Context: an optimization exercise on an open-source flow, tuned for small area. The choices shown serve that exercise and are no tape-out recipe.
At most, simulation tests tie the RTL to the original design; equivalence was not proved.
The RTL of runs 1, 2 and 5 was laid out without a check of its function.
Power and IR drop assume default switching activity.

**design/flow/design.v**
```verilog
module fpga_top (
    input wire WF_CLK, WF_BUTTON,
    input wire rst,  
    input bump0, bump1, bump2, bump3, bump4, bump5,
    input wire motorL_encdr, motorR_encdr,
    input wire ir_snsrch0, ir_snsrch1, ir_snsrch2, ir_snsrch3,
            ir_snsrch4, ir_snsrch5, ir_snsrch6, ir_snsrch7,
    output wire ir_drive0, ir_drive1, ir_drive2, ir_drive3,
            ir_drive4, ir_drive5, ir_drive6, ir_drive7,
    output wire ir_evenLED, ir_oddLED,
    output wire motorL_pwm, motorR_pwm,
    output wire motorL_en, motorR_en,
    output reg motorL_dir, motorR_dir,
    output reg WF_LED
    );
    localparam INIT          = 4'd0;
    localparam WAIT          = 4'd1;
    localparam SEARCH        = 4'd2;
    localparam LINE_FOLLOW_1 = 4'd3;
    localparam LINE_FOLLOW_2 = 4'd4;
    localparam TURN_RIGHT    = 4'd5;
    localparam TURN_AROUND_1 = 4'd6;
    localparam TURN_AROUND_2 = 4'd7;
    localparam STEP_LF1      = 4'd8;   
    localparam STEP_TA2      = 4'd9;   
    localparam END           = 4'd10;
    localparam [20:0] TICKS = 21'd2000000;
    reg [3:0] state, next_state;
    function [23:0] inc24(input [23:0] a);
        integer j; reg c;
        begin
            c = 1'b1;
            for (j = 0; j < 24; j = j + 1) begin
                inc24[j] = a[j] ^ c;
                c = c & a[j];
            end
        end
    endfunction
    function [23:0] dec24(input [23:0] a);
        integer j; reg b;
        begin
            b = 1'b1;
            for (j = 0; j < 24; j = j + 1) begin
                dec24[j] = a[j] ^ b;
                b = b & ~a[j];
            end
        end
    endfunction
    function gt16(input [15:0] a, input [15:0] b);
        integer j; reg g;
        begin
            g = 1'b0;
            for (j = 0; j < 16; j = j + 1)
                g = (a[j] & ~b[j]) | ((a[j] | ~b[j]) & g);
            gt16 = g;
        end
    endfunction
    function [17:0] add18(input [17:0] a, input [17:0] b, input ci);
        integer j; reg c;
        begin
            c = ci;
            for (j = 0; j < 18; j = j + 1) begin
                add18[j] = a[j] ^ b[j] ^ c;
                c = (a[j] & b[j]) | (a[j] & c) | (b[j] & c);
            end
        end
    endfunction
    wire press = ~(bump0 & bump1 & bump2 & bump3 & bump4 & bump5);
    wire [7:0] sns = {ir_snsrch7, ir_snsrch6, ir_snsrch5, ir_snsrch4,
                      ir_snsrch3, ir_snsrch2, ir_snsrch1, ir_snsrch0};
    reg [7:0] drv, wt;
    reg [127:0] cnt, ttd;
    integer i;
    always @(posedge WF_CLK) begin
        for (i = 0; i < 8; i = i + 1) begin
            if (rst) begin
                drv[i] <= 1'b0;
                wt[i] <= 1'b0;
            end else if (drv[i]) begin
                if (cnt[i*16+7] & cnt[i*16+5]) begin
                    drv[i] <= 1'b0;
                    wt[i] <= 1'b1;
                end
            end else if (wt[i]) begin
                if (!sns[i]) wt[i] <= 1'b0;
            end else begin
                drv[i] <= 1'b1;
            end
            if (rst || (!drv[i] && !wt[i]) ||
                (drv[i] && cnt[i*16+7] && cnt[i*16+5]))
                cnt[i*16 +: 16] <= 16'd0;
            else
                cnt[i*16 +: 16] <= inc24({8'd0, cnt[i*16 +: 16]});
            if (rst)
                ttd[i*16 +: 16] <= 16'd0;
            else if (!drv[i] && !wt[i])
                ttd[i*16 +: 16] <= cnt[i*16 +: 16];
        end
    end
    assign {ir_drive7, ir_drive6, ir_drive5, ir_drive4,
            ir_drive3, ir_drive2, ir_drive1, ir_drive0} = drv;
    function [31:0] sort2(input [15:0] a, input [15:0] b);  
        sort2 = gt16(a, b) ? {b, a} : {a, b};
    endfunction
    wire [31:0] p01 = sort2(ttd[15:0], ttd[31:16]);
    wire [31:0] p23 = sort2(ttd[47:32], ttd[63:48]);
    wire [31:0] p45 = sort2(ttd[79:64], ttd[95:80]);
    wire [31:0] p67 = sort2(ttd[111:96], ttd[127:112]);
    wire [15:0] mnA = gt16(p01[31:16], p23[31:16]) ? p23[31:16] : p01[31:16];
    wire [15:0] mnB = gt16(p45[31:16], p67[31:16]) ? p67[31:16] : p45[31:16];
    wire [15:0] mxA = gt16(p01[15:0], p23[15:0]) ? p01[15:0] : p23[15:0];
    wire [15:0] mxB = gt16(p45[15:0], p67[15:0]) ? p45[15:0] : p67[15:0];
    wire [15:0] tmin = gt16(mnA, mnB) ? mnB : mnA;
    wire [15:0] tmax = gt16(mxA, mxB) ? mxA : mxB;
    wire [17:0] thr_sum = add18(add18({2'd0, tmin}, {1'd0, tmin, 1'b0}, 1'b0), {2'd0, tmax}, 1'b0);
    reg [15:0] threshold;
    always @(posedge WF_CLK) begin
        if (rst)
            threshold <= 16'd0;
        else if (state == INIT && press)
            threshold <= thr_sum[17:2];
    end
    wire [7:0] ir_color;  
    genvar g;
    generate
        for (g = 0; g < 8; g = g + 1) begin : color
            assign ir_color[g] = gt16(ttd[g*16 +: 16], threshold);
        end
    endgenerate
    wire on_track_raw = ir_color[3] | ir_color[4];
    wire right = &ir_color[3:0];
    wire left = &ir_color[7:4];
    wire lost_raw = ~|ir_color;
    wire pos_ok_raw = (ir_color[3] | ir_color[4]) &
                      (ir_color[7:5] == {ir_color[0], ir_color[1], ir_color[2]});
    wire goal_raw = ir_color[0] & ir_color[7] & ~&ir_color;
    wire [2:0] left_sum = ir_color[7] + ir_color[6] + ir_color[5] + ir_color[4];
    wire [2:0] right_sum = ir_color[0] + ir_color[1] + ir_color[2] + ir_color[3];
    localparam [17:0] DB_END = 18'h082b9;  
    wire [3:0] db_in = {goal_raw, pos_ok_raw, lost_raw, on_track_raw};
    reg [3:0] db_out, db_hit;
    reg [71:0] db_cnt;
    reg [3:0] db_ge;
    always @(*)
        for (i = 0; i < 4; i = i + 1)
            db_ge[i] = db_hit[i] | (db_cnt[i*18 +: 18] == DB_END);
    always @(posedge WF_CLK) begin
        for (i = 0; i < 4; i = i + 1) begin
            if (rst || db_in[i] == db_out[i]) begin
                db_cnt[i*18 +: 18] <= 18'd0;
                db_hit[i] <= 1'b0;
            end else begin
                db_cnt[i*18 +: 18] <= {db_cnt[i*18 +: 17],
                                       ~(db_cnt[i*18+17] ^ db_cnt[i*18+10])};
                db_hit[i] <= db_ge[i];
            end
            if (rst)
                db_out[i] <= 1'b0;
            else if (db_ge[i])
                db_out[i] <= db_in[i];
        end
    end
    wire on_track = db_out[0];
    wire lost = db_out[1];
    wire pos_ok = db_out[2];
    wire goal = db_out[3];
    reg [2:0] encL, encR;
    always @(posedge WF_CLK) begin
        encL <= {encL[1:0], motorL_encdr};
        encR <= {encR[1:0], motorR_encdr};
    end
    wire pulseL = encL[1] & ~encL[2];
    wire pulseR = encR[1] & ~encR[2];
    wire stepctl_en = (state == TURN_RIGHT) | (state == TURN_AROUND_1);
    reg stepL, stepR;
    reg [8:0] scL, scR;
    always @(posedge WF_CLK) begin
        if (rst | press) begin
            stepL <= 1'b0;
            stepR <= 1'b0;
        end else begin
            stepL <= stepL ? (scL != 9'd0) : stepctl_en;
            stepR <= stepR ? (scR != 9'd0) : stepctl_en;
        end
        scL <= stepL ? (pulseL ? dec24({15'd0, scL}) : scL) :
               (state == TURN_RIGHT) ? 9'd240 : 9'd360;
        scR <= stepR ? (pulseR ? dec24({15'd0, scR}) : scR) :
               (state == TURN_RIGHT) ? 9'd120 : 9'd360;
    end
    wire step_done = ~(stepL | stepR);
    wire speed_states = (state == SEARCH) | (state == LINE_FOLLOW_1) |
                        (state == LINE_FOLLOW_2) | (state == TURN_AROUND_2);
    assign motorL_en = speed_states | stepL;
    assign motorR_en = speed_states | stepR;
    localparam [20:0] TM_END = 21'h15f5a9;  
    wire en_any = motorL_en | motorR_en;
    reg act;
    reg [20:0] tm;
    reg [12:0] ecL, ecR;    
    reg [12:0] spL, spR;    
    wire upd = act & (tm == TM_END);
    wire count = act & ~upd;
    wire [12:0] targetL = (state == STEP_LF1) ? 13'd45 : 13'd22;
    wire [12:0] targetR = 13'd22;
    always @(posedge WF_CLK) begin
        act <= ~rst & en_any;
        tm <= count ? {tm[19:0], ~(tm[20] ^ tm[18])} : 21'd0;
        ecL <= count ? (pulseL ? dec24({11'd0, ecL}) : ecL) : targetL;
        ecR <= count ? (pulseR ? dec24({11'd0, ecR}) : ecR) : targetR;
        if (rst | ~motorL_en)
            spL <= 13'd0;
        else if (upd)
            spL <= add18({5'd0, spL}, {5'd0, ecL}, 1'b0);
        if (rst | ~motorR_en)
            spR <= 13'd0;
        else if (upd)
            spR <= add18({5'd0, spR}, {5'd0, ecR}, 1'b0);
    end
    reg [13:0] pt;
    reg pwmL, pwmR;
    wire pt_end = &{pt[13:9], pt[7]};  
    always @(posedge WF_CLK) begin
        if (rst | ~en_any | pt_end)
            pt <= 14'd0;
        else
            pt <= inc24({10'd0, pt});
        if (rst | ~motorL_en)
            pwmL <= 1'b0;
        else if (pt_end)
            pwmL <= 1'b1;
        else if (gt16({2'd0, pt}, {spL, 3'd0}))
            pwmL <= 1'b0;
        if (rst | ~motorR_en)
            pwmR <= 1'b0;
        else if (pt_end)
            pwmR <= 1'b1;
        else if (gt16({2'd0, pt}, {spR, 3'd0}))
            pwmR <= 1'b0;
    end
    assign motorL_pwm = pwmL;
    assign motorR_pwm = pwmR;
    localparam [22:0] BL_16000 = 23'h15c220;  
    localparam [22:0] BL_LAST = 23'h400000;   
    reg [22:0] blink_lfsr;
    reg blink_hi, ir_led;
    always @(posedge WF_CLK) begin
        if (rst) begin
            blink_lfsr <= 23'd0;
            blink_hi <= 1'b0;
            ir_led <= 1'b0;
        end else begin
            blink_lfsr <= {blink_lfsr[21:0], ~(blink_lfsr[22] ^ blink_lfsr[17]) ^ (&blink_lfsr[21:0])};
            if (blink_lfsr == BL_LAST)
                blink_hi <= ~blink_hi;
            if (blink_lfsr == BL_16000)
                ir_led <= 1'b1;
        end
    end
    assign ir_evenLED = ir_led;
    assign ir_oddLED = ir_led;
    always @(posedge WF_CLK) begin
        if (rst)
            state <= INIT;
        else
            state <= next_state;
    end
    always @(*) begin
        next_state = state;
        WF_LED = 1'b1;
        motorL_dir = 1'b0;
        motorR_dir = 1'b0;
        case (state)
            INIT: begin
                WF_LED = 1'b0;
                next_state = INIT;
            end
            WAIT: next_state = WF_BUTTON ? WAIT : SEARCH;
            SEARCH: next_state = on_track ? LINE_FOLLOW_1 : SEARCH;
            LINE_FOLLOW_1: begin
                if (goal) next_state = END;
                else if (right) next_state = TURN_RIGHT;
                else if (left | pos_ok) next_state = LINE_FOLLOW_1;
                else if (~lost) next_state = LINE_FOLLOW_2;
                else next_state = TURN_AROUND_1;
            end
            LINE_FOLLOW_2: begin
                motorL_dir = left_sum > right_sum;
                motorR_dir = ~(left_sum > right_sum);
                next_state = (left_sum == right_sum) ? LINE_FOLLOW_1 : LINE_FOLLOW_2;
            end
            TURN_RIGHT: begin
                motorR_dir = 1'b1;
                next_state = STEP_LF1;
            end
            TURN_AROUND_1: begin
                motorR_dir = 1'b1;
                next_state = STEP_TA2;
            end
            TURN_AROUND_2: begin
                motorL_dir = 1'b1;
                motorR_dir = 1'b1;
                next_state = lost ? SEARCH : TURN_AROUND_2;
            end
            STEP_LF1: begin
                motorR_dir = 1'b1;
                next_state = step_done ? LINE_FOLLOW_1 : STEP_LF1;
            end
            STEP_TA2: begin
                motorR_dir = 1'b1;
                next_state = step_done ? TURN_AROUND_2 : STEP_TA2;
            end
            END: begin
                WF_LED = blink_hi;
                next_state = END;
            end
            default: next_state = INIT;
        endcase
        if (press) next_state = WAIT;
    end
endmodule
```
**design/flow/run.sh**
```bash
#!/bin/bash
# synth_recipe.tcl (not shown) runs the flow's synth.tcl, then flattens the netlist and writes it again
# the make line also repeats each setting of config.mk as NAME=value (left out here)
make -C /OpenROAD-flow-scripts/flow DESIGN_CONFIG=/design/flow/config.mk WORK_HOME=/design/flow/orfs CLKGATE_MAP_FILE= SYNTH_SCRIPT=/design/flow/synth_recipe.tcl finish
```
**design/flow/config.mk**
```make
export PLATFORM = sky130hd
export DESIGN_NAME = fpga_top
export DESIGN_NICKNAME = fpga_top
export VERILOG_FILES = /design/flow/design.v
export SDC_FILE = /design/flow/constraint.sdc
export NUM_CORES = 4
export LEC_CHECK = 0
export CAP_MARGIN = 20
export CORE_MARGIN = 2
export CORE_UTILIZATION = 70
export PLACE_DENSITY = 0.8
export SLEW_MARGIN = 20
```
**design/flow/constraint.sdc**
```tcl
create_clock -name core_clock -period 12.0 [get_ports {WF_CLK}]
set_input_delay 2.4000 -clock core_clock [delete_from_list [all_inputs] [get_ports {WF_CLK}]]
set_output_delay 2.4000 -clock core_clock [all_outputs]
set_load 0.01 [all_outputs]
```
==> implementation parameters, run 1 <==
Parameter                              Value

GRT
  GRT Resource Usage Total ... 76.55%
  GRT Residual Overflow ... 19
  Number of antenna violations at the first check in global routing ... 32
  Largest net degree at the start of global routing ... 100

Placement
  Total of buffers placed on input and output ports ... 35
  Half-perimeter wire length of the detailed placement result ... 65870 um
  Pre-CTS setup slack ... -566.7 ps
  Global placement routability congestion ... 1.028

Yosys
  Most numerous cell types in the synthesized netlist ... 482 x dfxtp_1, 396 x nand2_1, 303 x a21oi_1
  Portion of the post-synthesis area used by sequential elements ... 38.49%
  Number of distinct library cells after synthesis ... 87
  Yosys top cell area share ... 35.10%
  Flip-flop and latch count after synthesis ... 513
  Yosys warning total ... 1
  Most instantiated flip-flop cell in the synthesis netlist ... dfxtp_1
  Post-Synthesis Net Count ... 3378
  Ys async rst share ... 0%
  Largest cells by area after synthesis ... dfxtp_1 35%, ha_1 8.1%, a21oi_1 5.5%
  Cell taking the most area after synthesis ... dfxtp_1
  Cells after synthesis ... 3129
  Number of enable-type register cells in the synthesized netlist ... 31
  Most frequent cell after synthesis ... dfxtp_1
  Average cell area after synthesis ... 8.785 um2
  Synthesized cell area ... 27490 um2

CTS
  Worst-case clock buffer depth ... 3
  Cell at the root of the clock tree ... clkbuf_16
  Number of buffers created by CTS ... 50
  Deepest level of the CTS H-tree ... 2
  Clock sinks ... 513

Die
  Starting utilization of the core area ... 70.96%
  Number of top-level design ports ... 36
  Chip height ... 202.2 um
  Die boundary width ... 202.2 um
  Placement Rows ... 72

Outcome
  Status ... did not finish
  First error message ... [ERROR GRT-0232] Routing congestion too high. Check the congestion heatmap in the GUI.
  Last stage the flow got to ... global routing (5_1_grt)

Timing
  Crit. endpoint post-GRT repair ... threshold[14]$_SDFFE_PP0P_/D
  Worst endpoint pin kind ... sequential cell input
## through the flow
stage          cells  total power [W]  hold slack (ps)  area (um2)
3_5_place_dp    3949         0.002212            319.7       31000
2_1_floorplan   3129         0.002043            309.6       27490
4_1_cts         4048         0.003845            328.1       32910
3_3_place_gp    3949         0.002197            313.9       31000
## cell families after synthesis
| logic type | share of synthesized area [%] |
|---|---|
| and+or+nand+nor | 19.79 |
| AOI/OAI and AO/OA | 15.71 |
| DFF | 38.49 |
| buffers and inverters | 4.793 |
| adders and majority gates | 15.85 |
| muxes | 4.347 |
| xor gates and xnor gates | 1.020 |
## timing repair
action / CTS
pin swaps: 9
cloned: 0
hold buffers: 0
endpoints found under the setup margin: 6
resized for setup: 38
buffers inserted: 8
## layer usage
metal	overflow	GRT usage [%]
met5	0	44.29
met4	9	67.34
met3	5	65.82
met2	4	91.11
met1	1	77.64
## power by group through the flow
stage	clock network (W)	registers, W	logic, W
after floorplan	0	0.00179	0.000254
after global placement	0	0.00181	0.000390
after detailed placement	0	0.00181	0.000404
after CTS	0.00165	0.00177	0.000427
## worst min-delay path by stage
stage | from | endpoint | cells past startpoint
after floorplan | encL[0] | encL[1] | 0
after CTS | encL[0] | encL[1] | 0
after global placement | encR[0] | encR[1] | 0
after detailed placement | encL[0] | encL[1] | 0
==> run 2, diff against run 1 <==
--- a/design/flow/config.mk
+++ b/design/flow/config.mk
@@ -9,4 +9,5 @@
 export CORE_MARGIN = 2
 export CORE_UTILIZATION = 70
+export CTS_BUF_LIST = sky130_fd_sc_hd__clkbuf_4
 export PLACE_DENSITY = 0.8
 export SLEW_MARGIN = 20
==> run 2 against run 1 <==
The run again fails in global routing (5_1_grt); synthesized cell count did not move; synthesized area unchanged.
==> implementation parameters, run 2 <==
Parameter                              Value

CTS
  Deepest level of the CTS H-tree ... 3
  Hold-fix buffers, CTS ... 0
  Clock sinks ... 513
  Cell at the root of the clock tree ... clkbuf_4
  Number of buffers created by CTS ... 120
  Worst-case clock buffer depth ... 3

GRT
  GRT Residual Overflow ... 163
  Number of antenna violations at the first check in global routing ... 26
  Largest net degree at the start of global routing ... 100
  GRT Resource Usage Total ... 76.83%

Outcome
  First error message ... [ERROR GRT-0232] Routing congestion too high. Check the congestion heatmap in the GUI.
  Status ... did not finish
  Last stage the flow got to ... global routing (5_1_grt)

Die
  Starting utilization of the core area ... 70.96%
  Die boundary width ... 202.2 um
  Chip height ... 202.2 um
  Number of top-level design ports ... 36
  Placement Rows ... 72

Timing
  Crit. endpoint post-GRT repair ... threshold[14]$_SDFFE_PP0P_/D
  Worst endpoint pin kind ... sequential cell input

Yosys
  Number of distinct library cells after synthesis ... 87
  Ys async rst share ... 0%
  Yosys top cell area share ... 35.10%
  Most frequent cell after synthesis ... dfxtp_1
  Number of enable-type register cells in the synthesized netlist ... 31
  Most instantiated flip-flop cell in the synthesis netlist ... dfxtp_1
  Post-Synthesis Net Count ... 3378
  Portion of the post-synthesis area used by sequential elements ... 38.49%
  Cell taking the most area after synthesis ... dfxtp_1
  Average cell area after synthesis ... 8.785 um2
  Flip-flop and latch count after synthesis ... 513
  Most numerous cell types in the synthesized netlist ... 482 x dfxtp_1, 396 x nand2_1, 303 x a21oi_1
  Yosys warning total ... 1
  Largest cells by area after synthesis ... dfxtp_1 35%, ha_1 8.1%, a21oi_1 5.5%
  Synthesized cell area ... 27490 um2
  Cells after synthesis ... 3129

Placement
  Half-perimeter wire length of the detailed placement result ... 65870 um
  Global placement routability congestion ... 1.028
  Total of buffers placed on input and output ports ... 35
  Placed cell area ... 31000 um2
==> run 2: routing by layer <==
metal	GRT overflow	track usage, %
met5	0	46.19
met4	44	65.80
met3	14	64.27
met2	90	92.53
met1	15	78.73
==> run 2: worst max-delay path by stage <==
stage	start	to	cells after the start
floorplan	ttd[43]	threshold[14]	40
global placement	ttd[90]	threshold[14]	43
detailed placement	ttd[90]	threshold[14]	42
CTS	ttd[61]	threshold[14]	42
==> run 2: metrics by stage <==
stage,utilization [%],std cells,hold slack [ps],setup TNS [ps],worst slack (ps)
after CTS,84.85,4172,335.1,-3.070,-3.070
after detailed placement,80.04,3949,319.7,-1406,-566.7
after global placement,80.04,3949,313.9,-755.3,-335.1
after floorplan,-,3129,309.6,0,317.3
==> run 2: cell families after synthesis <==
family | Yosys count | share of synthesized area [%]
and+or+nand+nor | 1099 | 19.79
AOI/OAI and AO/OA | 694 | 15.71
DFF | 513 | 38.49
buffers and inverters | 339 | 4.793
adders and majority gates | 336 | 15.85
muxes | 116 | 4.347
xor gates and xnor gates | 32 | 1.020
==> run 2: power groups by stage <==
stage	Sequential (W)	Clock (W)	Combinational, W
2_1_floorplan	0.00179	0	0.000254
3_3_place_gp	0.00181	0	0.000390
3_5_place_dp	0.00181	0	0.000404
4_1_cts	0.00177	0.00151	0.000427
==> run 2: timing repair <==
| action | 4_1_cts |
|---|---|
| pin swaps | 12 |
| resized for setup | 57 |
| setup buffers | 8 |
| endpoints found under the setup margin | 6 |
==> run 3, diff against run 2 <==
--- a/design/flow/design.v
+++ b/design/flow/design.v
@@ -67,4 +67,6 @@
     endfunction
     wire press = ~(bump0 & bump1 & bump2 & bump3 & bump4 & bump5);
+    reg rst_d;
+    always @(posedge WF_CLK) rst_d <= rst;
     wire [7:0] sns = {ir_snsrch7, ir_snsrch6, ir_snsrch5, ir_snsrch4,
                       ir_snsrch3, ir_snsrch2, ir_snsrch1, ir_snsrch0};
@@ -92,7 +94,5 @@
             else
                 cnt[i*16 +: 16] <= inc24({8'd0, cnt[i*16 +: 16]});
-            if (rst)
-                ttd[i*16 +: 16] <= 16'd0;
-            else if (!drv[i] && !wt[i])
+            if (!drv[i] && !wt[i])
                 ttd[i*16 +: 16] <= cnt[i*16 +: 16];
         end
@@ -113,10 +113,16 @@
     wire [15:0] tmin = gt16(mnA, mnB) ? mnB : mnA;
     wire [15:0] tmax = gt16(mxA, mxB) ? mxA : mxB;
-    wire [17:0] thr_sum = add18(add18({2'd0, tmin}, {1'd0, tmin, 1'b0}, 1'b0), {2'd0, tmax}, 1'b0);
+    wire [17:0] csa_a = {2'd0, tmin};
+    wire [17:0] csa_b = {1'd0, tmin, 1'b0};
+    wire [17:0] csa_c = {2'd0, tmax};
+    wire [17:0] csa_s = csa_a ^ csa_b ^ csa_c;
+    wire [17:0] csa_k = {(csa_a[16:0] & csa_b[16:0]) | (csa_a[16:0] & csa_c[16:0]) |
+                         (csa_b[16:0] & csa_c[16:0]), 1'b0};
+    wire [17:0] thr_sum = csa_s + csa_k;
     reg [15:0] threshold;
     always @(posedge WF_CLK) begin
         if (rst)
             threshold <= 16'd0;
-        else if (state == INIT && press)
+        else if (state == INIT && press && !rst_d)
             threshold <= thr_sum[17:2];
     end
@@ -147,6 +153,6 @@
     always @(posedge WF_CLK) begin
         for (i = 0; i < 4; i = i + 1) begin
-            if (rst || db_in[i] == db_out[i]) begin
-                db_cnt[i*18 +: 18] <= 18'd0;
+            if (rst || rst_d || db_in[i] == db_out[i]) begin
+                db_cnt[i*18 +: 18] <= {17'd0, rst_d && !rst && i == 1};
                 db_hit[i] <= 1'b0;
             end else begin
@@ -204,16 +210,16 @@
     wire [12:0] targetR = 13'd22;
     always @(posedge WF_CLK) begin
-        act <= ~rst & en_any;
+        act <= en_any;
         tm <= count ? {tm[19:0], ~(tm[20] ^ tm[18])} : 21'd0;
-        ecL <= count ? (pulseL ? dec24({11'd0, ecL}) : ecL) : targetL;
-        ecR <= count ? (pulseR ? dec24({11'd0, ecR}) : ecR) : targetR;
-        if (rst | ~motorL_en)
+        ecL <= act ? add18({5'd0, ecL}, {5'd0, upd ? targetL : {13{pulseL}}}, 1'b0) : targetL;
+        ecR <= act ? add18({5'd0, ecR}, {5'd0, upd ? targetR : {13{pulseR}}}, 1'b0) : targetR;
+        if (~motorL_en)
             spL <= 13'd0;
         else if (upd)
-            spL <= add18({5'd0, spL}, {5'd0, ecL}, 1'b0);
-        if (rst | ~motorR_en)
+            spL <= ecL;
+        if (~motorR_en)
             spR <= 13'd0;
         else if (upd)
-            spR <= add18({5'd0, spR}, {5'd0, ecR}, 1'b0);
+            spR <= ecR;
     end
     reg [13:0] pt;
@@ -221,5 +227,5 @@
     wire pt_end = &{pt[13:9], pt[7]};  
     always @(posedge WF_CLK) begin
-        if (rst | ~en_any | pt_end)
+        if (~en_any | pt_end)
             pt <= 14'd0;
         else
--- a/design/flow/config.mk
+++ b/design/flow/config.mk
@@ -8,6 +8,9 @@
 export CAP_MARGIN = 20
 export CORE_MARGIN = 2
-export CORE_UTILIZATION = 70
-export CTS_BUF_LIST = sky130_fd_sc_hd__clkbuf_4
-export PLACE_DENSITY = 0.8
+export CORE_UTILIZATION = 60
+export CTS_BUF_LIST = sky130_fd_sc_hd__clkbuf_16
+export CTS_CLUSTER_DIAMETER = 150
+export CTS_CLUSTER_SIZE = 30
+export GPL_TIMING_DRIVEN = 0
+export PLACE_DENSITY = 0.7
 export SLEW_MARGIN = 20
==> run 3 against run 2 <==
Synthesized cell count shrank 12%; synthesized area grew 0.30%; now clean on timing, DRC and antenna.
==> implementation parameters, run 3 <==
Parameter                              Value

Outcome
  Status ... timing/DRC/antenna clean

Setup path
  Critical path buffer and inverter count ... 2
  Cell family with most CP delay ... adder cells
  Worst Path Max Fanout ... 9
  Max stage delay cell, worst path ... dfxtp_2
  Worst Setup Start Kind ... flip-flop
  Origin of the critical flop-to-flop path ... ttd[123]
  Critical path's largest stage delay ... 630 ps
  Slack of the worst reg-to-reg path ... 1910 ps
  Worst Reg-to-Reg Cells ... 42
  Required @ worst endpoint ... 9600 ps
  Most used cell, CP ... maj3_1
  End of the worst register-to-register path ... threshold[15]
  CP arrival ... 9080 ps
  Critical path class ... reg2out
  Critical path capture point type ... output pin

CTS
  Worst-case clock buffer depth ... 3
  Count of cells resized by post-cts repair ... 0
  Cell at the root of the clock tree ... clkbuf_16
  Number of buffers created by CTS ... 21
  Deepest level of the CTS H-tree ... 1
  Worst-Skew Late Latency ... 580 ps
  CTS tree ... yes
  Hold-fix buffers, CTS ... 0
  # Post-CTS Setup Buffers ... 0
  Post-CTS clock slew at the launch and capture registers of the worst setup and hold paths ... 120 ps
  Clock sinks ... 514

Finish
  Diodes inserted ... 0
  Fill cell count ... 3726
  Leading cell type in the layout, fill and taps excluded ... dfxtp_1
  Area growth from synthesis to final layout ... 6.317%
  Share of final-layout standard cells stronger than drive strength 1 ... 7.660%
  Registers with the most flip-flops ... cnt: 128 flops, ttd: 128 flops, db_cnt: 72 flops
  Leading cell types in the layout, fill and taps excluded ... 367 x dfxtp_1, 229 x and2_1, 189 x nand2_1
  Final standard cell count with taps included and fillers excluded ... 3420
  NumNets Final ... 3023
  Final core occ ... 64.59%

Yosys
  Synthesized cell area ... 27570 um2
  Number of enable-type register cells in the synthesized netlist ... 146
  Most instantiated flip-flop cell in the synthesis netlist ... dfxtp_1
  Most frequent cell after synthesis ... dfxtp_1
  Largest cells by area after synthesis ... dfxtp_1 27%, edfxtp_1 16%, ha_1 7.6%
  Flip-flop and latch count after synthesis ... 514
  Yosys top cell area share ... 26.72%
  Yosys warning total ... 1
  Post-Synthesis Net Count ... 2965
  Cells after synthesis ... 2748
  Ys async rst share ... 0%
  Cell taking the most area after synthesis ... dfxtp_1
  Number of distinct library cells after synthesis ... 120
  Portion of the post-synthesis area used by sequential elements ... 42.62%
  Most numerous cell types in the synthesized netlist ... 368 x dfxtp_1, 229 x and2_1, 189 x nand2_1
  Average cell area after synthesis ... 10.03 um2

Timing
  Final hold violations ... 0
  Slew Viols, Final ... 0
  Total negative setup slack ... 0 ps
  Setup repair after global routing missed its margin ... no
  Transition time of the tightest slew-check pin ... 1079 ps
  Clock skew ... 36.37 ps
  Setup violators final ... 0
  Timing-limited maximum frequency ... 87.09 MHz
  Fin Hold WS ... 337.8 ps
  Min Tclk post-route ... 11480 ps
  Worst-case headroom to the max-slew limit ... 27.79%
  Fin crit share ... 95.68%

GRT
  GRT Resource Usage Total ... 29.53%
  Largest net degree at the start of global routing ... 32
  Global-route wire length before repair ... 109600 um
  GRT met3 Usage ... 4.551%
  GRT Residual Overflow ... 0
  Fraction of met1 tracks used by global routing ... 39.84%
  Most heavily used metal layer in global routing ... met2
  Via count of the first global-routing pass ... 19.71k
  Met2 global-route usage ... 49.60%
  Number of antenna violations at the first check in global routing ... 0

Die
  Die boundary width ... 218.4 um
  Placement Rows ... 78
  Chip height ... 218.4 um
  Starting utilization of the core area ... 60.76%
  Core outline area ... 45380 um2
  Number of top-level design ports ... 36
  Total die area ... 47680 um2

Min path
  Worst hold path endpoint ... encR[1]
  Hold path depth ... 0
  Worst min path class ... reg2reg
  Min-Delay Startpoint ... encR[0]

Routing
  Initial drt markers ... 1900
  Vias after detailed routing ... 20.84k
  Number of remaining DRC errors ... 0
  Via count normalized by instance count ... 6.094
  Final wirelength ... 71250 um
  Number of optimization iterations in the first detailed-route pass ... 6
  Post-DRT Antenna Nets ... 0
  Average detailed-routed wire length per instance ... 20.83 um

Placement
  Global placement routability congestion ... 1.002
  Total of buffers placed on input and output ports ... 35
  Half-perimeter wire length of the detailed placement result ... 55190 um
  Placed cell count ... 3383

Power
  Static leakage ... 11.91 nW
  Ratio of total power to cell area ... 167.5 nW/um2
  Peak VDD IR ... 150.7 uV

Job
  Max-Cap Viols ... 0
run 3: area by class of cell:
| cell class | instances | area, um2 | area share (%) |
|---|---|---|---|
| timing repair buffer | 35 | 350.3 | 1.195 |
| sequential | 514 | 11750 | 40.09 |
| clock buffer | 21 | 525.5 | 1.793 |
| buffer | 85 | 455.4 | 1.554 |
| clock inverter | 16 | 91.34 | 0.3116 |
| multi-input combinational | 1984 | 14770 | 50.38 |
| inverter | 165 | 620.6 | 2.117 |
| tap | 600 | 750.7 | 2.561 |
run 3: metrics by stage:
stage | area [um2] | setup WS, ps | total power [W]
6_report | 29310 | 517.8 | 0.004911
5_1_grt | 29310 | 150.5 | 0.005171
2_1_floorplan | 27570 | 2442 | 0.003508
3_3_place_gp | 28670 | 959.5 | 0.003966
3_5_place_dp | 28700 | 837.4 | 0.004025
4_1_cts | 29310 | 240.2 | 0.004881
run 3: worst max path at each step:
stage / start / endpoint / slack [ps] / cells past startpoint
finish: threshold[0] / motorR_dir / 520 / 28
global route: threshold[0] / motorR_dir / 150 / 28
CTS: threshold[0] / motorR_dir / 240 / 28
detailed placement: threshold[0] / motorR_dir / 840 / 28
global placement: threshold[0] / motorR_dir / 960 / 28
floorplan: ttd[112] / motorR_dir / 2440 / 27
run 3: cells by family (layout without fill, tap and decap cells):
family	Yosys count	in the layout	share of synthesized area, %
compound gates	558	558	13.70
xor+xnor	54	54	1.765
fa+ha+maj	335	335	15.00
buf+inv	250	322	3.894
flops	514	514	42.62
mux	138	138	5.309
simple gates	899	899	17.70
run 3: where the power goes:
group	switching, W	total [W]	internal (W)
combinational	0.00128	0.00217	0.000883
clock	0.000528	0.000858	0.000330
sequential	0.0000657	0.00189	0.00182
total	0.00188	0.00491	0.00303
run 3: routing by layer:
metal  routed length, um  part of all wire (%)
met5                   0                     0
met4                1720                   2.4
met3                5323                   7.5
met2               33270                    47
met1               30940                    43
==> run 4, diff against run 3 <==
==> design/flow/config.mk (replaced) <==
export PLATFORM = sky130hd
export DESIGN_NAME = fpga_top
export DESIGN_NICKNAME = fpga_top
export VERILOG_FILES = /design/flow/design.v
export SDC_FILE = /design/flow/constraint.sdc
export NUM_CORES = 4
export LEC_CHECK = 0
export CAP_MARGIN = 20
export CORE_MARGIN = 2
export CORE_UTILIZATION = 50
export CTS_BUF_LIST = sky130_fd_sc_hd__clkbuf_8
export GPL_TIMING_DRIVEN = 0
export PLACE_DENSITY = 0.65
export SLEW_MARGIN = 20
==> run 4 against run 3 <==
Total power increased by 12%; routed wire length rose by 1.9%; utilization decreased by 8.9 points; worst setup slack better by 16 ps; die area grew 20%; clock skew increased by 16 ps; critical path depth did not move; hold slack gained 3.9 ps; combinational power fell by 2%; clock power up 72%; largest power group unchanged.
==> implementation parameters, run 4 <==
Parameter                              Value

Setup path
  Worst Path Max Fanout ... 9
  Most used cell, CP ... maj3_1
  CP arrival ... 9070 ps
  Cell family with most CP delay ... adder cells
  Worst Setup Start Kind ... flip-flop
  Critical path class ... reg2out
  Max stage delay cell, worst path ... dfxtp_2
  Critical path's largest stage delay ... 600 ps
  Critical path capture point type ... output pin
  Required @ worst endpoint ... 9600 ps
  Critical path buffer and inverter count ... 2

Routing
  Average detailed-routed wire length per instance ... 19.92 um
  Final wirelength ... 72570 um
  Detailed-route wire length on metal 1 ... 32070 um
  Via count normalized by instance count ... 5.775
  Vias after detailed routing ... 21.04k
  Number of optimization iterations in the first detailed-route pass ... 7
  Uppermost layer routed ... met5
  Total met3 wirelength after detailed routing ... 4868 um
  Post-DRT Antenna Nets ... 0
  Number of remaining DRC errors ... 0
  Routed length on met2 ... 32510 um
  Initial drt markers ... 1547

CTS
  Number of buffers created by CTS ... 82
  Post-CTS clock slew at the launch and capture registers of the worst setup and hold paths ... 60 ps
  Worst-case clock buffer depth ... 3
  Cell at the root of the clock tree ... clkbuf_8
  Deepest level of the CTS H-tree ... 3
  Worst-Skew Late Latency ... 700 ps
  Hold-fix buffers, CTS ... 0
  Clock sinks ... 514
  CTS tree ... yes

Yosys
  Number of enable-type register cells in the synthesized netlist ... 146
  Cell taking the most area after synthesis ... dfxtp_1
  Yosys warning total ... 1
  Ys async rst share ... 0%
  Average cell area after synthesis ... 10.03 um2
  Number of distinct library cells after synthesis ... 120
  Most instantiated flip-flop cell in the synthesis netlist ... dfxtp_1
  Cells after synthesis ... 2748
  Yosys top cell area share ... 26.72%
  Portion of the post-synthesis area used by sequential elements ... 42.62%
  Post-Synthesis Net Count ... 2965
  Synthesized cell area ... 27570 um2
  Flip-flop and latch count after synthesis ... 514
  Most numerous cell types in the synthesized netlist ... 368 x dfxtp_1, 229 x and2_1, 189 x nand2_1
  Most frequent cell after synthesis ... dfxtp_1
  Largest cells by area after synthesis ... dfxtp_1 27%, edfxtp_1 16%, ha_1 7.6%

Timing
  Worst-case headroom to the max-slew limit ... 28.92%
  Fin crit share ... 95.55%
  Total negative setup slack ... 0 ps
  Clock skew ... 52.52 ps
  Final hold violations ... 0
  Timing-limited maximum frequency ... 87.21 MHz
  Transition time of the tightest slew-check pin ... 1055 ps
  Setup violators final ... 0
  Min Tclk post-route ... 11470 ps
  Setup repair after global routing missed its margin ... no
  Fin Hold WS ... 341.8 ps
  Slew Viols, Final ... 0

GRT
  GRT Residual Overflow ... 0
  Number of antenna violations at the first check in global routing ... 2
  Via count of the first global-routing pass ... 20.36k
  Global-route wire length before repair ... 112600 um
  Largest net degree at the start of global routing ... 20
  GRT Resource Usage Total ... 25.54%

Finish
  Registers with the most flip-flops ... cnt: 128 flops, ttd: 128 flops, db_cnt: 72 flops
  Cell area after layout ... 30500 um2
  Share of final-layout standard cells stronger than drive strength 1 ... 10.38%
  NumNets Final ... 3085
  Area growth from synthesis to final layout ... 10.63%
  Leading cell types in the layout, fill and taps excluded ... 367 x dfxtp_1, 229 x and2_1, 189 x nand2_1
  Leading cell type in the layout, fill and taps excluded ... dfxtp_1

Placement
  Half-perimeter wire length of the detailed placement result ... 55970 um
  Global placement routability congestion ... 0.9769
  Placed cell area ... 28840 um2
  Total of buffers placed on input and output ports ... 35

Die
  Number of top-level design ports ... 36
  Die boundary width ... 238.8 um
  Starting utilization of the core area ... 50.34%
  Chip height ... 238.8 um
  Core outline area ... 54770 um2
  Placement Rows ... 86
  Total die area ... 57040 um2

Power
  Peak VDD IR ... 130.6 uV
  Total power ... 0.005504 W
  Ratio of total power to cell area ... 180.4 nW/um2
  Static leakage ... 12.55 nW

Outcome
  Status ... timing/DRC/antenna clean

Job
  Max-Cap Viols ... 0

Min path
  Worst min path class ... reg2reg
-- run 4: cell counts after synthesis --
No cell type changed its count.
-- run 4: path summary, 6_finish.rpt --
kind              cells after the start          from  slack [ps]       endpoint
setup / recovery                     28  threshold[0]         530     motorR_dir
setup reg to reg                     44        ttd[5]        2000  threshold[15]
hold reg to reg                       0       encR[0]         340        encR[1]
hold / removal                        0       encR[0]         340        encR[1]
-- run 4: power breakdown --
group / internal [W] / total, W / switching [W] / leakage, nW
registers: 0.00182 / 0.00189 / 0.0000673 / 4.48
logic: 0.000877 / 0.00213 / 0.00125 / 7.09
clock network: 0.000792 / 0.00148 / 0.000691 / 0.983
-- run 4: layout make-up --
type | instances | area (um2)
fill | 4786 | 24270
clock inverter | 55 | 311.5
clock buffer | 98 | 1349
buffer | 85 | 455.4
timing repair buffer | 36 | 361.6
tap | 704 | 880.8
sequential | 514 | 11750
antenna | 2 | 5.005
inverter | 165 | 620.6
multi-input combinational | 1984 | 14770
-- run 4: cell families (layout without fill, tap and decap cells) --
| logic type | after synthesis | after routing | synth area share, % |
|---|---|---|---|
| AO/OA/AOI/OAI | 558 | 558 | 13.70 |
| XOR/XNOR | 54 | 54 | 1.765 |
| adder cells (fa/ha/maj) | 335 | 335 | 15.00 |
| buffers and inverters | 250 | 439 | 3.894 |
| flip-flops | 514 | 514 | 42.62 |
| multiplexers | 138 | 138 | 5.309 |
| other | 0 | 2 | 0 |
| AND/OR/NAND/NOR | 899 | 899 | 17.70 |
-- run 4: layer usage --
layer | GRT usage [%] | vias up
met3 | 5.023 | 177
met4 | 11.21 | 2
met5 | 0 | -
met1 | 33.79 | 10040
met2 | 40.63 | 662
li1 | - | 10160
-- run 4: worst reg2reg max path, delay by kind of cell, from the launching register on --
kind	cells	cell delay [ps]
AO/OA/AOI/OAI	25	5920
AND/OR/NAND/NOR	10	1580
buffers and inverters	7	1240
adder cells (fa/ha/maj)	2	680
flip-flops	1	470
-- run 4: what timing repair did --
action / in CTS / in global routing
endpoints found under the setup margin: 0 / 1
resized for setup: 0 / 1
endpoints found under the hold margin: 0 / 0
setup buffers: 0 / 0
-- run 4: metrics by stage --
stage               setup slack, ps  cells  util, %
floorplan                      2442   2748        -
global placement               1072   3487    52.59
detailed placement             1080   3488    52.65
CTS                           323.0   3641    55.68
global route                  252.4   3642    55.69
finish                        533.9   3643    55.69
==> run 5, diff against run 4 <==
--- a/design/flow/design.v
+++ b/design/flow/design.v
@@ -119,5 +119,30 @@
     wire [17:0] csa_k = {(csa_a[16:0] & csa_b[16:0]) | (csa_a[16:0] & csa_c[16:0]) |
                          (csa_b[16:0] & csa_c[16:0]), 1'b0};
-    wire [17:0] thr_sum = csa_s + csa_k;
+    function [17:0] addbk(input [17:0] a, input [17:0] b);
+        reg [17:0] g, p, G, P;
+        reg [18:0] c;
+        integer j, d;
+        begin
+            g = a & b;
+            p = a ^ b;
+            G = g;
+            P = p;
+            for (d = 1; d < 18; d = d * 2)
+                for (j = 2 * d - 1; j < 18; j = j + 2 * d) begin
+                    G[j] = G[j] | (P[j] & G[j - d]);
+                    P[j] = P[j] & P[j - d];
+                end
+            for (d = 8; d >= 1; d = d / 2)
+                for (j = 3 * d - 1; j < 18; j = j + 2 * d) begin
+                    G[j] = G[j] | (P[j] & G[j - d]);
+                    P[j] = P[j] & P[j - d];
+                end
+            c[0] = 1'b0;
+            for (j = 0; j < 18; j = j + 1)
+                c[j + 1] = G[j];
+            addbk = p ^ c[17:0];
+        end
+    endfunction
+    wire [17:0] thr_sum = addbk(csa_s, csa_k);
     reg [15:0] threshold;
     always @(posedge WF_CLK) begin
--- a/design/flow/config.mk
+++ b/design/flow/config.mk
@@ -8,7 +8,9 @@
 export CAP_MARGIN = 20
 export CORE_MARGIN = 2
-export CORE_UTILIZATION = 50
-export CTS_BUF_LIST = sky130_fd_sc_hd__clkbuf_8
+export CORE_UTILIZATION = 65
+export CTS_BUF_LIST = sky130_fd_sc_hd__clkbuf_16
+export CTS_CLUSTER_DIAMETER = 120
+export CTS_CLUSTER_SIZE = 24
 export GPL_TIMING_DRIVEN = 0
-export PLACE_DENSITY = 0.65
+export PLACE_DENSITY = 0.75
 export SLEW_MARGIN = 20
==> run 5 against run 4 <==
Clock skew is 33 ps lower; count of clock-buffer cells in the layout decreased by 72; largest power group is now registers; global-route usage grew 5.5 points; highest routed layer is now met4; hold slack worse by 0.69 ps; via count decreased by 2.4%; worst setup slack worse by 29 ps; register-to-register slack got worse by 1100 ps; synthesized cell count shrank 1.5%; total power fell by 16%; synthesized area is 0.80% lower; flip-flop and latch count unchanged; clock power down 38%.
==> implementation parameters, run 5 <==
Parameter                              Value

Outcome
  Status ... timing/DRC/antenna clean

Yosys
  Synthesized cell area ... 27350 um2
  Yosys top cell area share ... 26.94%
  Average cell area after synthesis ... 10.11 um2
  Ys async rst share ... 0%
  Cell taking the most area after synthesis ... dfxtp_1
  Most numerous cell types in the synthesized netlist ... 368 x dfxtp_1, 227 x and2_1, 186 x inv_1
  Cells after synthesis ... 2706
  Most instantiated flip-flop cell in the synthesis netlist ... dfxtp_1
  Most frequent cell after synthesis ... dfxtp_1
  Largest cells by area after synthesis ... dfxtp_1 27%, edfxtp_1 16%, ha_1 7.6%
  Flip-flop and latch count after synthesis ... 514
  Post-Synthesis Net Count ... 2932
  Number of distinct library cells after synthesis ... 102
  Portion of the post-synthesis area used by sequential elements ... 42.97%
  Number of enable-type register cells in the synthesized netlist ... 146
  Yosys warning total ... 1

Routing
  Via count normalized by instance count ... 6.173
  Final wirelength ... 68610 um
  Post-DRT Antenna Nets ... 0
  Number of remaining DRC errors ... 0
  Number of optimization iterations in the first detailed-route pass ... 7
  Vias after detailed routing ... 20.53k
  Average detailed-routed wire length per instance ... 20.64 um
  Initial drt markers ... 2067

Finish
  Seq. cell area ... 11750 um2
  Leading cell type in the layout, fill and taps excluded ... dfxtp_1
  NumNets Final ... 2995
  Leading cell types in the layout, fill and taps excluded ... 367 x dfxtp_1, 227 x and2_1, 203 x inv_1
  Share of final-layout standard cells stronger than drive strength 1 ... 6.425%
  Area growth from synthesis to final layout ... 6.579%
  Final core occ ... 69.80%
  Diodes inserted ... 0
  Combined area of the multi-input logic cells ... 14490 um2
  Fill cell count ... 3203
  Registers with the most flip-flops ... cnt: 128 flops, ttd: 128 flops, db_cnt: 72 flops

CTS
  Cell at the root of the clock tree ... clkbuf_16
  Deepest level of the CTS H-tree ... 1
  Clock sinks ... 514
  Post-CTS clock slew at the launch and capture registers of the worst setup and hold paths ... 100 ps
  Worst-Skew Late Latency ... 580 ps
  Hold-fix buffers, CTS ... 0
  CTS tree ... yes
  Number of buffers created by CTS ... 25
  Worst-case clock buffer depth ... 3

Job
  Max-Cap Viols ... 0

Timing
  Transition time of the tightest slew-check pin ... 1035 ps
  Fin crit share ... 95.80%
  Timing-limited maximum frequency ... 86.99 MHz
  Clock skew ... 19.64 ps
  Min Tclk post-route ... 11500 ps
  Setup repair after global routing missed its margin ... no
  Total negative setup slack ... 0 ps
  Final hold violations ... 0
  Setup violators final ... 0
  Worst-case headroom to the max-slew limit ... 31.03%
  Fin Hold WS ... 341.1 ps
  Slew Viols, Final ... 0

Power
  Total power ... 0.004632 W
  Cell internal pwr ... 0.002979 W
  Ratio of total power to cell area ... 158.9 nW/um2
  Switching portion of total power ... 35.69%
  Sw power ... 0.001653 W
  Portion of total power attributed to sequential cells ... 40.8%
  Clock Power Share ... 19.9%
  Peak VDD IR ... 157.3 uV
  Share of power burned in combinational logic ... 39.4%
  Static leakage ... 12.12 nW

Die
  Chip height ... 209.1 um
  Die boundary width ... 209.1 um
  Number of top-level design ports ... 36
  Placement Rows ... 75
  Core outline area ... 41760 um2
  Total die area ... 43730 um2
  Starting utilization of the core area ... 65.50%

Setup path
  Most used cell, CP ... maj3_1
  Worst Path Max Fanout ... 8
  Worst Setup Start Kind ... flip-flop
  Cell family with most CP delay ... adder cells
  Critical path buffer and inverter count ... 2
  Critical path capture point type ... output pin
  Required @ worst endpoint ... 9600 ps
  Slack of the worst reg-to-reg path ... 870 ps
  Max stage delay cell, worst path ... clkdlybuf4s50_1
  Critical path class ... reg2out
  CP arrival ... 9100 ps
  Critical path's largest stage delay ... 550 ps

GRT
  Global-route wire length before repair ... 107600 um
  Largest net degree at the start of global routing ... 26
  Via count of the first global-routing pass ... 20.03k
  Number of antenna violations at the first check in global routing ... 1
  GRT Residual Overflow ... 0
  GRT Resource Usage Total ... 31.04%

Min path
  Worst min path class ... reg2reg

Placement
  Half-perimeter wire length of the detailed placement result ... 52740 um
  Total of buffers placed on input and output ports ... 35
  Global placement routability congestion ... 0.9564
## run 5: changes by cell type in the layout (fill, tap and decap cells not counted), moves of 13 or more
cell       change
clkbuf_8      -97
nor3_1        -21
o22ai_1       +20
o21ai_0       -40
clkbuf_16     +26
maj3_2        -17
nand2_1       -64
nor2_1        +28
maj3_1        +22
mux2i_1       +20
inv_1         +21
o21ai_1       -13
## run 5: cell families (layout without fill, tap and decap cells)
group | count (synthesis) | in the layout | share of synthesized area (%)
multiplexers | 158 | 158 | 6.002
flip-flops | 514 | 514 | 42.97
AO/OA/AOI/OAI | 522 | 522 | 12.68
XOR/XNOR | 49 | 49 | 1.647
buffers and inverters | 289 | 369 | 4.191
adder cells (fa/ha/maj) | 349 | 349 | 15.92
AND/OR/NAND/NOR | 825 | 825 | 16.60
## run 5: power by group through the flow
| stage | Sequential (W) | Combinational, W | Clock, W |
|---|---|---|---|
| 2_1_floorplan | 0.00189 | 0.00133 | 0 |
| 3_3_place_gp | 0.00192 | 0.00171 | 0 |
| 3_5_place_dp | 0.00192 | 0.00177 | 0 |
| 4_1_cts | 0.00188 | 0.00178 | 0.000945 |
| 5_1_grt | 0.00189 | 0.00199 | 0.000994 |
| 6_report | 0.00189 | 0.00182 | 0.000921 |
## run 5: worst reg2reg max path: cells and delay by family, from the launching register on
family          cells  cell delay [ps]
buf+inv             8             1900
flops               1              490
fa+ha+maj           3             1210
compound gates     16             5090
xor+xnor            1              140
mux                 1              470
simple gates        7             1770
## run 5: per-layer routing
metal | global-route usage, % | wire [um] | part of all wire (%)
met1 | 42.16 | 29490 | 43
met3 | 4.178 | 5200 | 7.6
met2 | 51.45 | 31550 | 46
met4 | 10.37 | 2373 | 3.5
met5 | 0 | 0 | 0
## run 5: layout make-up
cell class | instances | area share, %
Timing Repair Buffer | 36 | 1.228
Clock buffer | 26 | 2.232
Buffer | 87 | 1.331
Sequential cell | 514 | 40.32
Tap cell | 539 | 2.314
Inverter | 202 | 2.623
Multi-Input combinational cell | 1903 | 49.70
Clock inverter | 18 | 0.2575
## run 5: worst paths after layout
path | startpoint | end | cells past startpoint
max | threshold[2] | motorL_dir | 25
min | encL[0] | encL[1] | 0
max reg2reg | ttd[47] | threshold[13] | 36
min reg2reg | encL[0] | encL[1] | 0
## run 5: timing repair
| item | CTS | global route |
|---|---|---|
| resized for setup | 0 | 4 |
| endpoints found under the setup margin | 0 | 2 |
| buffers inserted | 0 | 0 |
## run 5: stage by stage
step                      cell area (um2)  setup slack, ps  cells
after floorplan                     27350             2275   2706
after global placement              28370            788.2   3280
after detailed placement            28410            665.2   3281
after CTS                           29140            46.26   3325
after global routing                29150            111.2   3325
final                               29150            504.6   3325
==> run 6, diff against run 5 <==
--- a/design/flow/design.v
+++ b/design/flow/design.v
@@ -168,22 +168,23 @@
     wire [2:0] left_sum = ir_color[7] + ir_color[6] + ir_color[5] + ir_color[4];
     wire [2:0] right_sum = ir_color[0] + ir_color[1] + ir_color[2] + ir_color[3];
-    localparam [17:0] DB_END = 18'h082b9;  
+    localparam [17:0] DB_START = 18'h2215b;
+    localparam [17:0] DB_ONE = 18'h042b6;   
     wire [3:0] db_in = {goal_raw, pos_ok_raw, lost_raw, on_track_raw};
-    reg [3:0] db_out, db_hit;
+    reg [3:0] db_out;
     reg [71:0] db_cnt;
-    reg [3:0] db_ge;
+    reg [3:0] db_ge, db_fix;
     always @(*)
-        for (i = 0; i < 4; i = i + 1)
-            db_ge[i] = db_hit[i] | (db_cnt[i*18 +: 18] == DB_END);
+        for (i = 0; i < 4; i = i + 1) begin
+            db_fix[i] = &db_cnt[i*18 +: 17];
+            db_ge[i] = db_fix[i] & db_cnt[i*18+17];
+        end
     always @(posedge WF_CLK) begin
         for (i = 0; i < 4; i = i + 1) begin
-            if (rst || rst_d || db_in[i] == db_out[i]) begin
-                db_cnt[i*18 +: 18] <= {17'd0, rst_d && !rst && i == 1};
-                db_hit[i] <= 1'b0;
-            end else begin
+            if (rst || rst_d || db_in[i] == db_out[i])
+                db_cnt[i*18 +: 18] <= (rst_d && !rst && i == 1) ? DB_ONE : DB_START;
+            else
                 db_cnt[i*18 +: 18] <= {db_cnt[i*18 +: 17],
-                                       ~(db_cnt[i*18+17] ^ db_cnt[i*18+10])};
-                db_hit[i] <= db_ge[i];
-            end
+                                       ~(db_cnt[i*18+17] ^ db_cnt[i*18+10]) ^
+                                       (db_fix[i] & ~db_cnt[i*18+17])};
             if (rst)
                 db_out[i] <= 1'b0;
==> run 6 against run 5 <==
Highest routed layer unchanged; combinational power up 7%; global-route usage up 2.9 points; still clean; sequential power increased by 2%; critical path type unchanged; die area decreased by 0.50%; largest cell class unchanged.
==> implementation parameters, run 6 <==
Parameter                              Value

Yosys
  Number of enable-type register cells in the synthesized netlist ... 146
  Portion of the post-synthesis area used by sequential elements ... 42.89%
  Largest cells by area after synthesis ... dfxtp_1 27%, edfxtp_1 16%, ha_1 7.7%
  Yosys warning total ... 1
  Most frequent cell after synthesis ... dfxtp_1
  Ys async rst share ... 0%
  Cells after synthesis ... 2751
  Most instantiated flip-flop cell in the synthesis netlist ... dfxtp_1
  Most numerous cell types in the synthesized netlist ... 364 x dfxtp_1, 200 x and2_1, 199 x a21oi_1
  Cell taking the most area after synthesis ... dfxtp_1
  Flip-flop and latch count after synthesis ... 510
  Number of distinct library cells after synthesis ... 102
  Average cell area after synthesis ... 9.891 um2
  Post-Synthesis Net Count ... 2977
  Synthesized cell area ... 27210 um2
  Yosys top cell area share ... 26.78%

CTS
  Number of buffers created by CTS ... 25
  Worst-Skew Late Latency ... 590 ps
  # Post-CTS Setup Buffers ... 0
  Count of cells resized by post-cts repair ... 0
  CTS tree ... yes
  Post-CTS clock slew at the launch and capture registers of the worst setup and hold paths ... 100 ps
  Worst-case clock buffer depth ... 3
  Cell at the root of the clock tree ... clkbuf_16
  Clock sinks ... 510
  Deepest level of the CTS H-tree ... 1
  Hold-fix buffers, CTS ... 0

Routing
  Average detailed-routed wire length per instance ... 22.26 um
  Via count normalized by instance count ... 6.342
  Vias after detailed routing ... 21.33k
  Number of optimization iterations in the first detailed-route pass ... 8
  Number of remaining DRC errors ... 0
  Final wirelength ... 74880 um
  Post-DRT Antenna Nets ... 0
  Initial drt markers ... 2231

Power
  Portion of total power attributed to sequential cells ... 40.2%
  Cell internal pwr ... 0.003027 W
  Switching portion of total power ... 36.87%
  Peak VDD IR ... 162.6 uV
  Share of power burned in combinational logic ... 40.7%
  Clock Power Share ... 19.1%
  Static leakage ... 12.02 nW
  Ratio of total power to cell area ... 165.5 nW/um2
  Sw power ... 0.001768 W

Finish
  Leading cell types in the layout, fill and taps excluded ... 364 x dfxtp_1, 200 x and2_1, 199 x a21oi_1
  Registers with the most flip-flops ... cnt: 128 flops, ttd: 128 flops, db_cnt: 72 flops
  NumNets Final ... 3039
  Fill cell count ... 2996
  Cell area after layout ... 28980 um2
  Share of final-layout standard cells stronger than drive strength 1 ... 6.608%
  Area growth from synthesis to final layout ... 6.502%
  Leading cell type in the layout, fill and taps excluded ... dfxtp_1

Setup path
  Critical path class ... reg2out
  Most used cell, CP ... maj3_1
  Required @ worst endpoint ... 9600 ps
  Max stage delay cell, worst path ... maj3_1
  CP arrival ... 9030 ps
  Critical path capture point type ... output pin
  Critical path's largest stage delay ... 600 ps
  Worst Setup Start Kind ... flip-flop
  Worst Path Max Fanout ... 8

GRT
  Global-route wire length before repair ... 115500 um
  GRT Resource Usage Total ... 33.93%
  Largest net degree at the start of global routing ... 26
  Number of antenna violations at the first check in global routing ... 1
  GRT Residual Overflow ... 0
  Via count of the first global-routing pass ... 20.87k

Timing
  Setup violators final ... 0
  Timing-limited maximum frequency ... 87.51 MHz
  Fin crit share ... 95.23%
  Slew Viols, Final ... 0
  Min Tclk post-route ... 11430 ps
  Setup repair after global routing missed its margin ... no
  Total negative setup slack ... 0 ps
  Transition time of the tightest slew-check pin ... 929.4 ps
  Final hold violations ... 0
  Worst-case headroom to the max-slew limit ... 37.51%
  Clock skew ... 28.41 ps
  Fin Hold WS ... 332.5 ps

Die
  Die boundary width ... 208.6 um
  Placement Rows ... 74
  Core outline area ... 41110 um2
  Chip height ... 208.6 um
  Total die area ... 43510 um2
  Number of top-level design ports ... 36
  Starting utilization of the core area ... 66.19%

Job
  Max-Cap Viols ... 0

Placement
  Placed cell area ... 28250 um2
  Half-perimeter wire length of the detailed placement result ... 56900 um
  Total of buffers placed on input and output ports ... 35
  Global placement routability congestion ... 1.012

Min path
  Worst min path class ... reg2reg

Outcome
  Status ... timing/DRC/antenna clean
[run 6: changes by cell type in the layout (fill, tap and decap cells not counted), sizes merged, moves of 19 or more]
cell,before,now
a21oi,160,200
mux2i,113,82
buf,26,45
and2,234,200
o21ai,73,111
nand2,125,161
[run 6: stage by stage]
stage	util, %	total power [W]	std cells	setup WS, ps
final	70.49	0.004795	3364	572.9
after global routing	70.48	0.005044	3362	299.7
after CTS	70.46	0.004762	3362	688.5
after detailed placement	68.72	0.003858	3318	1368
after global placement	68.66	0.003811	3318	1516
after floorplan	-	0.003341	2751	3007
[run 6: path summary, 6_finish.rpt]
| path | slack (ps) | startpoint | endpoint | cells past startpoint |
|---|---|---|---|---|
| max | 570 | threshold[1] | motorL_dir | 28 |
| min | 330 | encL[0] | encL[1] | 0 |
| max reg2reg | 1620 | ttd[43] | threshold[14] | 36 |
| min reg2reg | 330 | encL[0] | encL[1] | 0 |
[run 6: layer usage]
metal  routed length [um]  part of all wire, %  vias to the layer above  GRT usage [%]
met5                    0                    0                        -              0
met4                 3314                  4.4                        0          14.14
met3                 6243                  8.3                      169          5.080
met2                34150                   46                      946          55.65
met1                31170                   42                    10270          45.25
li1                     -                    -                     9951              -
[run 6: kinds of logic (layout without fill, tap and decap cells)]
group,Yosys count,in the layout,synth area share (%)
fa+ha+maj,341,341,15.75
buf+inv,290,369,4.332
other cells,0,2,0
xor+xnor,48,48,1.596
simple gates,859,859,16.93
compound gates,588,588,14.12
mux,115,115,4.382
flops,510,510,42.89
[run 6: cell type report]
cell class	instances	area, um2	area share (%)
multi-input combinational	1951	14390	49.65
sequential	510	11670	40.27
inverter	192	720.7	2.487
tap	532	665.6	2.297
clock buffer	25	625.6	2.159
buffer	98	460.4	1.589
timing repair buffer	35	350.3	1.209
clock inverter	19	92.59	0.3195
antenna	2	5.005	0.01727
[run 6: power groups by stage]
stage	logic, W	registers (W)	clock network, W
after floorplan	0.00143	0.00191	0
after global placement	0.00185	0.00196	0
after detailed placement	0.00190	0.00196	0
after CTS	0.00191	0.00192	0.000929
after global routing	0.00213	0.00193	0.000985
final	0.00195	0.00193	0.000916
[run 6: worst max-delay path: cells and delay by family (launching register included)]
| kind | cells | cell delay, ps |
|---|---|---|
| adders and majority gates | 15 | 5680 |
| and+or+nand+nor | 4 | 420 |
| AOI/OAI and AO/OA | 7 | 850 |
| DFF | 1 | 360 |
| buffers and inverters | 2 | 1130 |
==> run 7, diff against run 6 <==
==> design/flow/flow/run.sh (new file) <==
#!/bin/bash
# Standard layout, except that the combinational logic of the standard
# synthesis is re-mapped by ABC for area (every register instance is kept
# with its name and cell type), ports get buf_1 buffers, and CTS inserts no
# dummy loads. Each tool's output goes to its own log file here.
set -euo pipefail
F=$(cd "$(dirname "${BASH_SOURCE[0]}")" && pwd)
R=orfs/results/$FLOW_PLATFORM/fpga_top/base
export BUFFER_PORTS_ARGS="-buffer_cell sky130_fd_sc_hd__buf_1"
export CTS_ARGS="-sink_clustering_enable -repair_clock_nets -sink_clustering_size 24 -sink_clustering_max_diameter 120 -buf_list sky130_fd_sc_hd__clkbuf_16 -dont_use_dummy_load"
bash standard.sh synth > synth.log 2>&1
cp "$R/1_2_yosys.v" "$R/1_2_yosys_standard.v"
LIB="$FLOW_HOME/platforms/sky130hd/lib/sky130_fd_sc_hd__tt_025C_1v80.lib" \
SRC_NETLIST="$R/1_2_yosys_standard.v" DST_NETLIST="$R/1_2_yosys.v" \
ABC_SCRIPT="$F/abc_area.script" ABC_D=9000 \
  yosys -c "$F/reabc.tcl" > reabc.log 2>&1
rm -f "$R/1_synth.odb" "$R/1_synth.sdc"
bash standard.sh > layout.log 2>&1
==> design/flow/flow/abc_area.script (new file) <==
strash
&get -n
&dch
&nf -R 1000
&put
topo
stime -c
buffer -c
upsize -c
dnsize -c
==> design/flow/flow/reabc.tcl (new file) <==
# Re-map the combinational logic of the standard synthesis netlist for area,
# keeping every register instance (name, cell type) as it is.
yosys -import
set lib $::env(LIB)
set src $::env(SRC_NETLIST)
set dst $::env(DST_NETLIST)
set script $::env(ABC_SCRIPT)
read_liberty -ignore_miss_func $lib
read_verilog $src
hierarchy -top fpga_top
blackbox sky130_fd_sc_hd__*df* sky130_fd_sc_hd__*dl* sky130_fd_sc_hd__tap* sky130_fd_sc_hd__conb*
flatten
hierarchy -top fpga_top
techmap
opt -purge
set du {}
foreach c {lpflow_bleeder_1 lpflow_clkbufkapwr_1 lpflow_clkbufkapwr_16 lpflow_clkbufkapwr_2 lpflow_clkbufkapwr_4 lpflow_clkbufkapwr_8 lpflow_clkinvkapwr_1 lpflow_clkinvkapwr_16 lpflow_clkinvkapwr_2 lpflow_clkinvkapwr_4 lpflow_clkinvkapwr_8 lpflow_decapkapwr_12 lpflow_decapkapwr_3 lpflow_decapkapwr_4 lpflow_decapkapwr_6 lpflow_decapkapwr_8 lpflow_inputiso0n_1 lpflow_inputiso0p_1 lpflow_inputiso1n_1 lpflow_inputiso1p_1 lpflow_inputisolatch_1 lpflow_isobufsrc_1 lpflow_isobufsrc_16 lpflow_isobufsrc_2 lpflow_isobufsrc_4 lpflow_isobufsrc_8 lpflow_isobufsrckapwr_16 lpflow_lsbuf_lh_hl_isowell_tap_1 lpflow_lsbuf_lh_hl_isowell_tap_2 lpflow_lsbuf_lh_hl_isowell_tap_4 lpflow_lsbuf_lh_isowell_4 lpflow_lsbuf_lh_isowell_tap_1 lpflow_lsbuf_lh_isowell_tap_2 lpflow_lsbuf_lh_isowell_tap_4 probe_p_8 probec_p_8} {
  lappend du -dont_use sky130_fd_sc_hd__$c
}
set fp [open abc.constr w]
puts $fp "set_driving_cell sky130_fd_sc_hd__buf_1"
puts $fp "set_load 5"
close $fp
abc -liberty $lib {*}$du -script $script -constr abc.constr -D $::env(ABC_D)
opt_clean -purge
setundef -zero
hilomap -singleton -hicell sky130_fd_sc_hd__conb_1 HI -locell sky130_fd_sc_hd__conb_1 LO
insbuf -buf sky130_fd_sc_hd__buf_4 A X
opt_clean -purge
read_liberty -lib $lib
hierarchy -top fpga_top
check -assert -mapped
stat -liberty $lib
write_verilog -noattr -nohex -nodec $dst
==> design/flow/standard.sh (new file) <==
#!/bin/bash
# synth_recipe.tcl (not shown) runs the flow's synth.tcl, then flattens the netlist and writes it again
# the make line also repeats each setting of config.mk as NAME=value (left out here)
make -C /OpenROAD-flow-scripts/flow DESIGN_CONFIG=/design/flow/config.mk WORK_HOME=/design/flow/orfs CLKGATE_MAP_FILE= SYNTH_SCRIPT=/design/flow/synth_recipe.tcl "${@:-finish}"
removed: design/flow/run.sh
==> run 7 against run 6 <==
Die area is 8.4% lower; via count is 4.3% lower; cell count is 0.27% lower; clock skew is 41 ps higher; routed wire length is 16% lower; largest cell class unchanged; sequential power hardly changed; hold slack hardly changed.
==> implementation parameters, run 7 <==
Parameter                              Value

Finish
  Registers with the most flip-flops ... cnt: 128 flops, ttd: 128 flops, db_cnt: 72 flops
  Share of final-layout standard cells stronger than drive strength 1 ... 4.432%
  Fill cell count ... 3029
  Area growth from synthesis to final layout ... 5.765%
  Leading cell type in the layout, fill and taps excluded ... dfxtp_1
  Leading cell types in the layout, fill and taps excluded ... 364 x dfxtp_1, 328 x nor2_1, 227 x a21oi_1
  Final core occ ... 69.90%
  Combined area of the multi-input logic cells ... 12180 um2
  Seq. cell area ... 11670 um2
  Cell area after layout ... 26330 um2
  NumNets Final ... 2864

Power
  Static leakage ... 9.629 nW
  Ratio of total power to cell area ... 166.9 nW/um2
  Total power ... 0.004395 W
  Peak VDD IR ... 109.0 uV

GRT
  Global-route wire length before repair ... 98270 um
  GRT Resource Usage Total ... 31.34%
  GRT Residual Overflow ... 0
  Via count of the first global-routing pass ... 18.84k
  Largest net degree at the start of global routing ... 25
  Number of antenna violations at the first check in global routing ... 1

CTS
  Worst-case clock buffer depth ... 3
  Deepest level of the CTS H-tree ... 1
  Number of buffers created by CTS ... 25
  Count of cells resized by post-cts repair ... 0
  Post-CTS clock slew at the launch and capture registers of the worst setup and hold paths ... 90 ps
  CTS tree ... yes
  Cell at the root of the clock tree ... clkbuf_16
  # Post-CTS Setup Buffers ... 0
  Clock sinks ... 510
  Hold-fix buffers, CTS ... 0
  Worst-Skew Late Latency ... 610 ps

Routing
  Final wirelength ... 63060 um
  Post-DRT Antenna Nets ... 0
  Average detailed-routed wire length per instance ... 18.80 um
  Initial drt markers ... 1885
  Vias after detailed routing ... 20.41k
  Number of remaining DRC errors ... 0
  Via count normalized by instance count ... 6.083
  Number of optimization iterations in the first detailed-route pass ... 6

Timing
  Slew Viols, Final ... 0
  Clock skew ... 69.63 ps
  Min Tclk post-route ... 11440 ps
  Timing-limited maximum frequency ... 87.44 MHz
  Setup repair after global routing missed its margin ... no
  Fin crit share ... 95.31%
  Transition time of the tightest slew-check pin ... 1105 ps
  Setup violators final ... 0
  Total negative setup slack ... 0 ps
  Final hold violations ... 0
  Final worst-path setup slack ... 563.3 ps
  Worst-case headroom to the max-slew limit ... 26.32%

Yosys
  Synthesized cell area ... 24890 um2
  Average cell area after synthesis ... 8.948 um2
  Yosys warning total ... 1
  Cells after synthesis ... 2782
  Post-Synthesis Net Count ... 2801

Setup path
  Critical path class ... reg2out
  Worst Setup Start Kind ... flip-flop
  CP arrival ... 9040 ps
  Critical path capture point type ... output pin
  Most used cell, CP ... maj3_1
  Required @ worst endpoint ... 9600 ps
  Critical path's largest stage delay ... 570 ps
  Max stage delay cell, worst path ... dfxtp_1
  Worst Path Max Fanout ... 7

Job
  Max-Cap Viols ... 0

Die
  Core outline area ... 37670 um2
  Number of top-level design ports ... 36
  Die boundary width ... 199.7 um
  Total die area ... 39880 um2
  Starting utilization of the core area ... 66.09%
  Chip height ... 199.7 um
  Placement Rows ... 71

Placement
  Pre-CTS setup slack ... 1264 ps
  Half-perimeter wire length of the detailed placement result ... 48670 um
  Global placement routability congestion ... 1.025
  Placed cell area ... 25700 um2
  Total of buffers placed on input and output ports ... 35

Min path
  Worst min path class ... reg2reg

Outcome
  Status ... timing/DRC/antenna clean
[run 7: path summary, 6_finish.rpt]
check,to,cells past startpoint,from,slack [ps]
worst max-delay path,motorR_dir,27,threshold[1],560
worst max register to register,threshold[15],49,ttd[112],2500
worst min register to register,encR[1],0,encR[0],330
worst min-delay path,encR[1],0,encR[0],330
[run 7: critical path, delay by kind of cell, from the launching register on]
kind	cells	cell delay, ps
AOI/OAI and AO/OA	6	1310
xor gates and xnor gates	1	160
adders and majority gates	15	5540
buffers and inverters	2	490
DFF	1	570
and+or+nand+nor	3	350
[run 7: layer usage]
metal  GRT usage [%]  up-vias  part of all wire (%)
met5               0        -                     0
met4           10.78        0                   3.6
met3           3.308      106                   5.8
met2           51.67      613                    46
met1           43.17     9676                    45
li1                -    10010                     -
[run 7: layout make-up]
class	count	area share [%]
Tap cell	511	2.428
Timing Repair Buffer	36	0.5560
Antenna cell	1	0.009504
Sequential cell	510	44.33
Clock buffer	25	2.376
Buffer	94	1.815
Multi-Input combinational cell	2023	46.28
Inverter	155	2.210
[run 7: report_power, final]
part	switching [W]	total, W	internal (W)	leakage [nW]
clock	0.000503	0.000874	0.000371	0.308
sequential	0.0000824	0.00191	0.00183	4.46
combinational	0.000964	0.00161	0.000642	4.86
total	0.00155	0.00439	0.00284	9.63
[run 7: stage by stage]
step,instances,hold WS [ps]
after floorplan,2782,309.6
after global placement,3328,310.8
after detailed placement,3329,312.8
after CTS,3354,334.1
after global routing,3354,340.8
final,3355,332.8

Re-timed with assumed drivers on the ports (clkbuf_16 on the clock, buf_2 on other inputs), run 7 has 0.507 ns of setup slack against 0.563 ns with ideal ports, and 1.134 ns once port delays also move by the mid clock arrival of 0.627 ns.
